Source: an optimization exercise on an open RTL-to-GDS flow (aim: small area). Production flows keep margins and buffers that such runs may drop.
No functional check of the RTL was part of this run.
The clock cells of this run come from the design's own scripts or RTL, not from TritonCTS.
No driver is modelled on the clock port, so clock power and skew are understated where the tree is cut down; a real chip needs a root buffer or a tree.
Power figures rest on the tool's default switching activity, not on a simulated workload.

==> design.v <==
`timescale 1ns/1ps
module UAPBCORE(
input PCLK,
input PRESETN,
input PSEL,
input PENABLE,
input [1:0] PADDR,
input PWRITE,
input [7:0] PWDATA,
output [7:0] PRDATA,
output PREADY,
input RX,
output TX,
output TXRDY,
output RXRDY,
output [7:0] DATAOUT,
output s_tick
);
wire wr = PSEL & PENABLE & PWRITE;
wire rd = PSEL & PENABLE & ~PWRITE;
reg [7:0] baud, q;
assign s_tick = (q == baud);
always @(posedge PCLK, negedge PRESETN)
  if (!PRESETN) begin
    baud <= 8'd3;
    q <= 8'd0;
  end else begin
    if (wr && PADDR == 2'd0)
      baud <= PWDATA;
    q <= s_tick ? 8'd0 : q + 8'd1;
  end
reg [7:0] thr;           
reg       tfull;
reg [7:0] tsr;           
reg [3:0] ts;
reg [3:0] tp;
reg       txr;
wire t_idle = ~tp[3] & tp[0] & ~tp[1];
wire t_load = t_idle & tfull;
wire t_en   = s_tick & ~t_idle;
always @(posedge PCLK)
  if (!tfull)
    thr <= PWDATA;
always @(posedge PCLK)
  if (t_load)
    tsr <= thr;
always @(posedge PCLK)
  if (t_load)
    ts <= 4'd0;
  else if (s_tick)
    ts <= ts + 4'd1;
always @(posedge PCLK, negedge PRESETN)
  if (!PRESETN) begin
    tfull <= 1'b0;
    tp <= 4'd1;
    txr <= 1'b1;
  end else begin
    if (t_load)
      tfull <= 1'b0;
    else if (wr && PADDR == 2'd2)
      tfull <= 1'b1;
    if (t_load)
      tp <= 4'd7;
    else if (t_en && ts == 4'd15)
      tp <= tp + 4'd1;
    txr <= tp[3] ? tsr[tp[2:0]] : ~tp[1];
  end
assign TX = txr;
assign TXRDY = ~tfull;
reg       rxs;
reg [3:0] rs;
reg [3:0] rp;
reg [7:0] rsr;
reg [7:0] rbuf;
reg       rfull;
wire r_idle  = ~rp[3] & rp[0] & ~rp[1];
wire r_start = r_idle & ~rxs;
wire r_en    = s_tick & ~r_idle;
wire r_last  = r_en && rs == 4'd15;
wire r_done  = r_last & ~rp[3] & ~rp[0];
always @(posedge PCLK)
  if (r_start)
    rs <= 4'd8;
  else if (s_tick)
    rs <= rs + 4'd1;
always @(posedge PCLK)
  if (r_last & rp[3])
    rsr <= {rxs, rsr[7:1]};
always @(posedge PCLK, negedge PRESETN)
  if (!PRESETN) begin
    rxs <= 1'b1;
    rp <= 4'd1;
    rbuf <= 8'd0;
    rfull <= 1'b0;
  end else begin
    rxs <= RX;
    if (r_start)
      rp <= 4'd7;
    else if (r_last)
      rp <= rp + 4'd1;
    if (r_done) begin
      rbuf <= rsr;
      rfull <= 1'b1;
    end else if (rd && PADDR == 2'd3)
      rfull <= 1'b0;
  end
assign RXRDY = rfull;
assign DATAOUT = rbuf;
assign PREADY = 1'b1;
assign PRDATA = PADDR[1] ? (PADDR[0] ? rbuf : 8'd0)
                         : (PADDR[0] ? {6'd0, RXRDY, TXRDY} : baud);
endmodule
==> flow/run.sh <==
#!/bin/bash
# The standard ORFS layout with:
#  - the standard synthesis, then its combinational logic re-mapped for area
#    (flow/resynth.sh; flip-flops untouched);
#  - every cell first at its smallest drive (flow/downsize.tcl, after synthesis);
#  - buf_1 port buffers;
#  - a small clock tree of our own (flow/myclk.tcl, run after CTS): a grid of
#    CLK_NX x CLK_NY clock buffers, each driving the flip-flops nearest to it.
set -euo pipefail
here=$(pwd)
export BUFFER_PORTS_ARGS="-buffer_cell sky130_fd_sc_hd__buf_1"
export CTS_ARGS="-sink_clustering_enable -repair_clock_nets -dont_use_dummy_load"
export POST_CTS_TCL=$here/flow/myclk.tcl
export POST_SYNTH_TCL=$here/flow/downsize.tcl
export CLK_NX=${CLK_NX:-2} CLK_NY=${CLK_NY:-2}
export CLK_BUF=${CLK_BUF:-sky130_fd_sc_hd__clkbuf_8}
export CLK_ROOT=${CLK_ROOT:-sky130_fd_sc_hd__clkbuf_4}
results=$here/orfs/results/$FLOW_PLATFORM/UAPBCORE/base
bash standard.sh synth > flow_synth.log 2>&1
bash flow/resynth.sh $results/1_2_yosys.v > resynth.log 2>&1
bash standard.sh > flow_standard.log 2>&1
==> flow/downsize.tcl <==
# Give every cell the smallest-area variant of its own function (same cell
# name up to the drive-strength suffix); later repair steps size up again
# where timing, slew or capacitance need it.
proc downsize_all {} {
  set db [ord::get_db]
  set block [ord::get_db_block]
  array set best {}
  foreach lib [$db getLibs] {
    foreach m [$lib getMasters] {
      if {![regexp {^(sky130_fd_sc_hd__.+)_(\d+)$} [$m getName] -> base drv]} continue
      set a [expr {[$m getWidth] * [$m getHeight]}]
      if {![info exists best($base)]} {
        set best($base) [list $a $drv $m]
        continue
      }
      lassign $best($base) ba bd
      if {$a < $ba || ($a == $ba && $drv < $bd)} {
        set best($base) [list $a $drv $m]
      }
    }
  }
  set n 0
  foreach inst [$block getInsts] {
    set m [$inst getMaster]
    if {![regexp {^(sky130_fd_sc_hd__.+)_(\d+)$} [$m getName] -> base drv]} continue
    if {![info exists best($base)]} continue
    set b [lindex $best($base) 2]
    if {$b ne $m} {
      $inst swapMaster $b
      incr n
    }
  }
  puts "downsize_all: $n cells changed"
}
downsize_all
==> flow/myclk.tcl <==
# Replace the clock tree with CLK_NBUF buffers of type CLK_BUF, each driving
# a group of flip-flops split by x position; the clock port drives the buffers.
proc my_clock_tree {} {
  set bufm $::env(CLK_BUF)
  set block [ord::get_db_block]
  set db [ord::get_db]
  set clk [$block findNet PCLK]
  # collect every flip-flop clock pin reached from PCLK through buffers
  set sinks {}
  set bufs {}
  set todo [list $clk]
  while {[llength $todo]} {
    set n [lindex $todo 0]; set todo [lrange $todo 1 end]
    foreach it [$n getITerms] {
      if {![$it isInputSignal] && [$it getIoType] ne "INPUT"} continue
      set inst [$it getInst]
      set m [$inst getMaster]
      if {[$m isSequential]} { lappend sinks $it; continue }
      lappend bufs $inst
      foreach o [$inst getITerms] {
        if {[$o getIoType] eq "OUTPUT" && [$o getNet] ne "NULL"} { lappend todo [$o getNet] }
      }
    }
  }
  foreach inst $bufs {
    set nets {}
    foreach o [$inst getITerms] { if {[$o getIoType] eq "OUTPUT" && [$o getNet] ne "NULL"} {lappend nets [$o getNet]} }
    odb::dbInst_destroy $inst
    foreach n $nets { if {$n ne $clk} { odb::dbNet_destroy $n } }
  }
  # cut the sinks into a CLK_NX x CLK_NY grid of groups of equal size:
  # columns by x, then each column into rows by y
  set nx $::env(CLK_NX)
  set ny $::env(CLK_NY)
  set l {}
  foreach it $sinks {
    set b [[$it getInst] getBBox]
    lappend l [list [$b xMin] [$b yMin] $it]
  }
  set l [lsort -integer -index 0 $l]
  set n [llength $l]
  set groups {}
  for {set c 0} {$c < $nx} {incr c} {
    set col [lrange $l [expr {$c * $n / $nx}] [expr {($c + 1) * $n / $nx - 1}]]
    set col [lsort -integer -index 1 $col]
    set m [llength $col]
    for {set r 0} {$r < $ny} {incr r} {
      lappend groups [lrange $col [expr {$r * $m / $ny}] [expr {($r + 1) * $m / $ny - 1}]]
    }
  }
  set master [$db findMaster $bufm]
  set src $clk
  if {[llength $groups] > 4} {
    set rm [$db findMaster $::env(CLK_ROOT)]
    set root [odb::dbInst_create $block $rm "clkbuf_my_root"]
    set src [odb::dbNet_create $block "clknet_root"]
    $src setSigType CLOCK
    [$root findITerm A] connect $clk
    [$root findITerm X] connect $src
    set rx 0; set ry 0
    foreach e $l { incr rx [lindex $e 0]; incr ry [lindex $e 1] }
    $root setLocation [expr {$rx / $n}] [expr {$ry / $n}]
    $root setPlacementStatus PLACED
  }
  set g 0
  foreach grp $groups {
    set net [odb::dbNet_create $block "clknet_$g"]
    $net setSigType CLOCK
    set inst [odb::dbInst_create $block $master "clkbuf_my_$g"]
    set sx 0; set sy 0
    foreach e $grp {
      set it [lindex $e 2]
      $it disconnect
      $it connect $net
      incr sx [lindex $e 0]; incr sy [lindex $e 1]
    }
    set k [llength $grp]
    $inst setLocation [expr {$sx / $k}] [expr {$sy / $k}]
    $inst setPlacementStatus PLACED
    [$inst findITerm A] connect $src
    [$inst findITerm X] connect $net
    incr g
  }
  set nbuf [llength $groups]
  puts "my_clock_tree: $n sinks, removed [llength $bufs] buffers, $nbuf x $bufm"
}
my_clock_tree
detailed_placement
check_placement -verbose
==> flow/resynth.sh <==
#!/bin/bash
# Re-map the combinational logic of the standard synthesis netlist for area.
# The flip-flops are kept as they are (same instances, names and cells): the
# liberty models of every sequential cell are black boxes, the combinational
# cells are flattened into gates and mapped again by ABC with a few area
# scripts. The smallest result that reads back cleanly and is proven
# equivalent to the standard netlist (register for register) replaces it;
# if none is, the standard netlist stays.
set -euo pipefail
net=$1
lib=$FLOW_HOME/platforms/sky130hd/lib/sky130_fd_sc_hd__tt_025C_1v80.lib
here=$(pwd)
rs=$here/resynth
mkdir -p "$rs"
yosys=${YOSYS_EXE:-$(command -v yosys || echo $FLOW_HOME/../tools/install/yosys/bin/yosys)}
dontuse=""
for c in $(grep -A40 "DONT_USE_CELLS" $FLOW_HOME/platforms/sky130hd/config.mk | grep -o "sky130_fd_sc_hd__[a-z0-9_]*"); do
  dontuse="$dontuse -dont_use $c"
done
cp "$net" "$rs/std.v"

scripts=(
  "strash; dch -f; amap -m"
  "strash; dch -f; amap"
  "strash; dc2; dch -f; amap -m"
  "strash; dc2; dch -f; amap"
  "strash; dc2; dc2; dch -f; amap -m"
  "strash; resub; dch -f; amap -m"
  "strash; rewrite; dch -f; amap -m"
  "strash; refactor; dch -f; amap -m"
  "strash; balance; dch -f; amap -m"
  "strash; dch; amap -m"
  "strash; dch -r; amap -m"
  "strash; ifraig; dch -f; amap -m"
  "strash; dch -f; amap -m; strash; dch -f; amap -m"
  "strash; drw; drf; dch -f; amap -m"
  "strash; dc2; dch; amap"
  "strash; rewrite -z; refactor -z; dch -f; amap -m"
  "strash; dc2; resub -K 8; dch -f; amap -m"
  "strash; &get -n; &dc2; &put; dch -f; amap -m"
  "strash; ifraig; scorr; dc2; dch -f; amap"
  "strash; balance; rewrite; refactor; balance; rewrite; rewrite -z; balance; refactor -z; rewrite -z; balance; dch -f; amap"
  "strash; dch -f; map -a"
)
i=0
for s in "${scripts[@]}"; do
  echo "$s" | tr ';' '\n' > "$rs/s$i.abc"
  cat > "$rs/s$i.ys" <<YS
read_liberty -ignore_miss_func $lib
blackbox sky130_fd_sc_hd__df* sky130_fd_sc_hd__edf* sky130_fd_sc_hd__sdf* sky130_fd_sc_hd__dl* sky130_fd_sc_hd__sedf*
read_verilog $rs/std.v
hierarchy -check -top $FLOW_TOP
flatten
rename -hide w:*.*
opt_clean -purge
abc -liberty $lib $dontuse -script $rs/s$i.abc
opt_clean -purge
hilomap -singleton -hicell sky130_fd_sc_hd__conb_1 HI -locell sky130_fd_sc_hd__conb_1 LO
splitnets
opt_clean -purge
insbuf -buf sky130_fd_sc_hd__buf_4 A X
select $FLOW_TOP
tee -o $rs/s$i.area stat -liberty $lib
write_verilog -selected -noattr -nohex -nodec $rs/n$i.v
YS
  ( "$yosys" -s "$rs/s$i.ys" > "$rs/s$i.log" 2>&1 || rm -f "$rs/n$i.v" ) &
  i=$((i + 1))
done
wait
cands=""
for j in $(seq 0 $((i - 1))); do
  [[ -f $rs/n$j.v ]] || continue
  a=$(grep "Chip area" "$rs/s$j.area" | awk '{print $NF}')
  echo "script $j: area $a"
  cands="$cands$a $j"$'\n'
done
chosen=""
for j in $(echo -n "$cands" | sort -n | awk '{print $2}'); do
  c=$rs/n$j.v
  "$yosys" -p "read_liberty -lib $lib; read_verilog $c; hierarchy -check -top $FLOW_TOP; check -assert" \
    > "$rs/check$j.log" 2>&1 || continue
  "$yosys" -p "read_liberty -ignore_miss_func $lib; read_verilog $rs/std.v; rename $FLOW_TOP gold; read_verilog $c; rename $FLOW_TOP gate; flatten; rename -hide w:_*; async2sync; equiv_make gold gate equiv; hierarchy -top equiv; equiv_simple; equiv_induct; equiv_status -assert" \
    > "$rs/equiv$j.log" 2>&1 || continue
  chosen=$j
  break
done
if [[ -n $chosen ]]; then
  echo "using script $chosen"
  cp "$rs/n$chosen.v" "$net"
else
  echo "no re-mapped netlist passed; keeping the standard netlist"
fi
==> standard.sh <==
#!/bin/bash
# synth_recipe.tcl (not shown) runs the flow's synth.tcl, then flattens the netlist and writes it again
# the make line also repeats each setting of config.mk as NAME=value (left out here)
make -C /OpenROAD-flow-scripts/flow DESIGN_CONFIG=/design/flow/config.mk WORK_HOME=/design/flow/orfs CLKGATE_MAP_FILE= SYNTH_SCRIPT=/design/flow/synth_recipe.tcl "${@:-finish}"
==> config.mk <==
export PLATFORM = sky130hd
export DESIGN_NAME = UAPBCORE
export DESIGN_NICKNAME = UAPBCORE
export VERILOG_FILES = /design/flow/design.v
export SDC_FILE = /design/flow/constraint.sdc
export NUM_CORES = 4
export LEC_CHECK = 0
export CAP_MARGIN = 0
export CORE_MARGIN = 2
export CORE_UTILIZATION = 70
export GPL_TIMING_DRIVEN = 0
export SLEW_MARGIN = 0
==> constraint.sdc <==
create_clock -name core_clock -period 10.0 [get_ports {PCLK}]
set_input_delay 2.0000 -clock core_clock [delete_from_list [all_inputs] [get_ports {PCLK}]]
set_output_delay 2.0000 -clock core_clock [all_outputs]
set_load 0.01 [all_outputs]
==> flow_summary.ini <==
[outcome]
status = finished clean

[timing]
setup_tns_ps = 0
drv_slew = 0
fin_skew_ps = 2.83
finalHoldViolCount = 0
holdWs_ps = 434
period_share = 0.511
rsz0062_at_grt = false
finalSetupViolations = 0
fmax_mhz = 196
finalCriticalPeriod_ps = 5110
slew_headroom = 0.457
worst_slew_pin_slew_ps = 815
layout_setup_ws_ps = 4890

[worst_hold_path]
holdPathStages = 0
hold_path.class = reg2reg

[worst_setup_path]
endpoint_kind = output port
startpoint_type = primary input
rr_worst_depth = 10
worstSetupPathType = in2out
crit_fanout = 6
cp.arrival_ps = 3110
worstPathRequired_ps = 8000

[power]
p_leak_uw = 0.00107
power.density_nw_per_um2 = 170
ir_drop_uv = 132

[drt]
drt-initial-drc-count = 134
wl_per_cell_um = 14.5
drc_errors = 0
via_count = 1843
ant_nets = 0
viasPerCell = 5.69
drt_pass1_iterations = 4
drt_wl_total_um = 4710

[place]
gp_congestion = 0.899
port_buffers = 35
place_hpwl_um = 3500
post-place-ws_ps = 4930
dp_cells = 320

[die]
die_w_um = 65.3
die-area_um2 = 4260
row_count = 22
initial_utilization = 0.723
die_h_um = 65.3
ios = 37
core_um2 = 3630

[yosys]
ys.warnings.count = 1
synth_nets = 253
syn-instance-count = 237
syn_area_um2 = 2630
avgSynthCellArea_um2 = 11.1

[final_layout]
drive_above_1_share = 0.0181
final_nets = 294
finalNonFillerCells = 324
nFillCells = 232
area_growth_pct = 9.43
num_antenna_cells = 0
ff_latch_area_um2 = 1790
multi_input_area_um2 = 707

[cts]
clk_pin_slew_worst_paths_ps = 90
cts.sinks = 68
insertion_delay_ps = 150

[run]
drv_cap = 0

[grt]
grt_pass1_vias = 1699
antenna_found_initial = 0
grt_max_degree = 37
grt_overflow = 0
grt_pass1_wl_um = 7780
grt_use_total = 0.243
==> final timing paths <==
check                         start   endpoint  slack, ps
hold / removal               thr[5]     tsr[5]        430
setup reg to reg            baud[1]    rbuf[6]       6580
hold reg to reg              thr[5]     tsr[5]        430
max in group asynchronous   PRESETN      rp[3]       7580
setup / recovery           PADDR[0]  PRDATA[5]       4890
min in group asynchronous   PRESETN      tfull       1920
==> layout make-up <==
| type | count | share of cell area |
|---|---|---|
| Multi-Input combinational cell | 134 | 0.246 |
| Timing Repair Buffer | 35 | 0.0461 |
| Sequential cell | 68 | 0.622 |
| Tap cell | 48 | 0.0209 |
| Buffer | 4 | 0.0191 |
| Inverter | 35 | 0.0457 |
==> metal layers <==
| layer | part of all wire | wire length [um] | vias up | GRT usage |
|---|---|---|---|---|
| li1 | - | - | 920 | - |
| met1 | 0.42 | 2000 | 887 | 0.324 |
| met2 | 0.52 | 2470 | 31 | 0.411 |
| met3 | 0.040 | 190 | 5 | 0.0479 |
| met4 | 0.012 | 55 | 0 | 0.0703 |
| met5 | 0 | 0 | - | 0 |
==> per-stage QoR <==
step	total power (uW)	utilization	cell area [um2]
after floorplan	373	-	2630
after global routing	512	0.791	2880
after detailed placement	397	0.776	2820
after global placement	393	0.776	2820
final	488	0.791	2880
==> power by group <==
part | total (uW) | internal, uW | leakage (uW) | switching (uW)
clock network | 97.1 | 37.0 | 0.0000288 | 60.1
registers | 331 | 314 | 0.000721 | 16.3
logic | 60.5 | 22.2 | 0.000324 | 38.2
total | 488 | 373 | 0.00107 | 115
==> state kept, by name, indices dropped and copies added (netlist names) <==
signal and flops:
tsr 8, txr 1, rfull 1, rp 4
ts 4, rsr 8, thr 8, tp 4
baud 8, rbuf 8, tfull 1, rxs 1
q 8, rs 4
==> critical path: stages <==
cell and delay (ps):
buf_1 160, clkinv_1 110, nor2_1 240, clkinv_1 230, o22ai_1 200, buf_1 180
==> cell usage in the layout (no fill, tap or decap), drive strengths merged, types with 2 or more instances in the layout <==
cell and count:
dfstp 6, nor4 2, nand3 2, a21oi 19
o21ai 10, nand2 12, and2 2, a31oi 2
clkinv 35, edfxtp 24, clkbuf 4, o22ai 8
a32oi 2, a211oi 3, dfxtp 8, nor3 11
buf 35, and3 4, a221oi 4, o221ai 3
dfrtp 30, o22a 3, nor2 38

## port drivers added, routing unchanged
No port has a modelled driver above. Below, the same layout with a new extraction and two added sets of constraints. Step 1 (the two cells are an assumption about what drives the block):
set clk [get_ports {PCLK}]
set_driving_cell -lib_cell sky130_fd_sc_hd__clkbuf_16 $clk
set_driving_cell -lib_cell sky130_fd_sc_hd__buf_2 [delete_from_list [all_inputs] $clk]
Step 2 times the ports against the registers' clock, not the clock port: input delays grow and output delays shrink by t, the midpoint of the rising clock arrivals with the driver on. a / b / c = no drivers / after step 1 / after step 2; a / b = the first two.
shift t [ns]: 0.203
slack for setup (ns): 4.887 / 4.864 / 4.864
worst setup path after step 2: input to output
worst register clock-pin slew, ns: 0.09 / 0.09
After both steps setup and hold are still met in this run. The setup slack of this run moves by -0.023 ns with the drivers and by -0.023 ns with both steps.
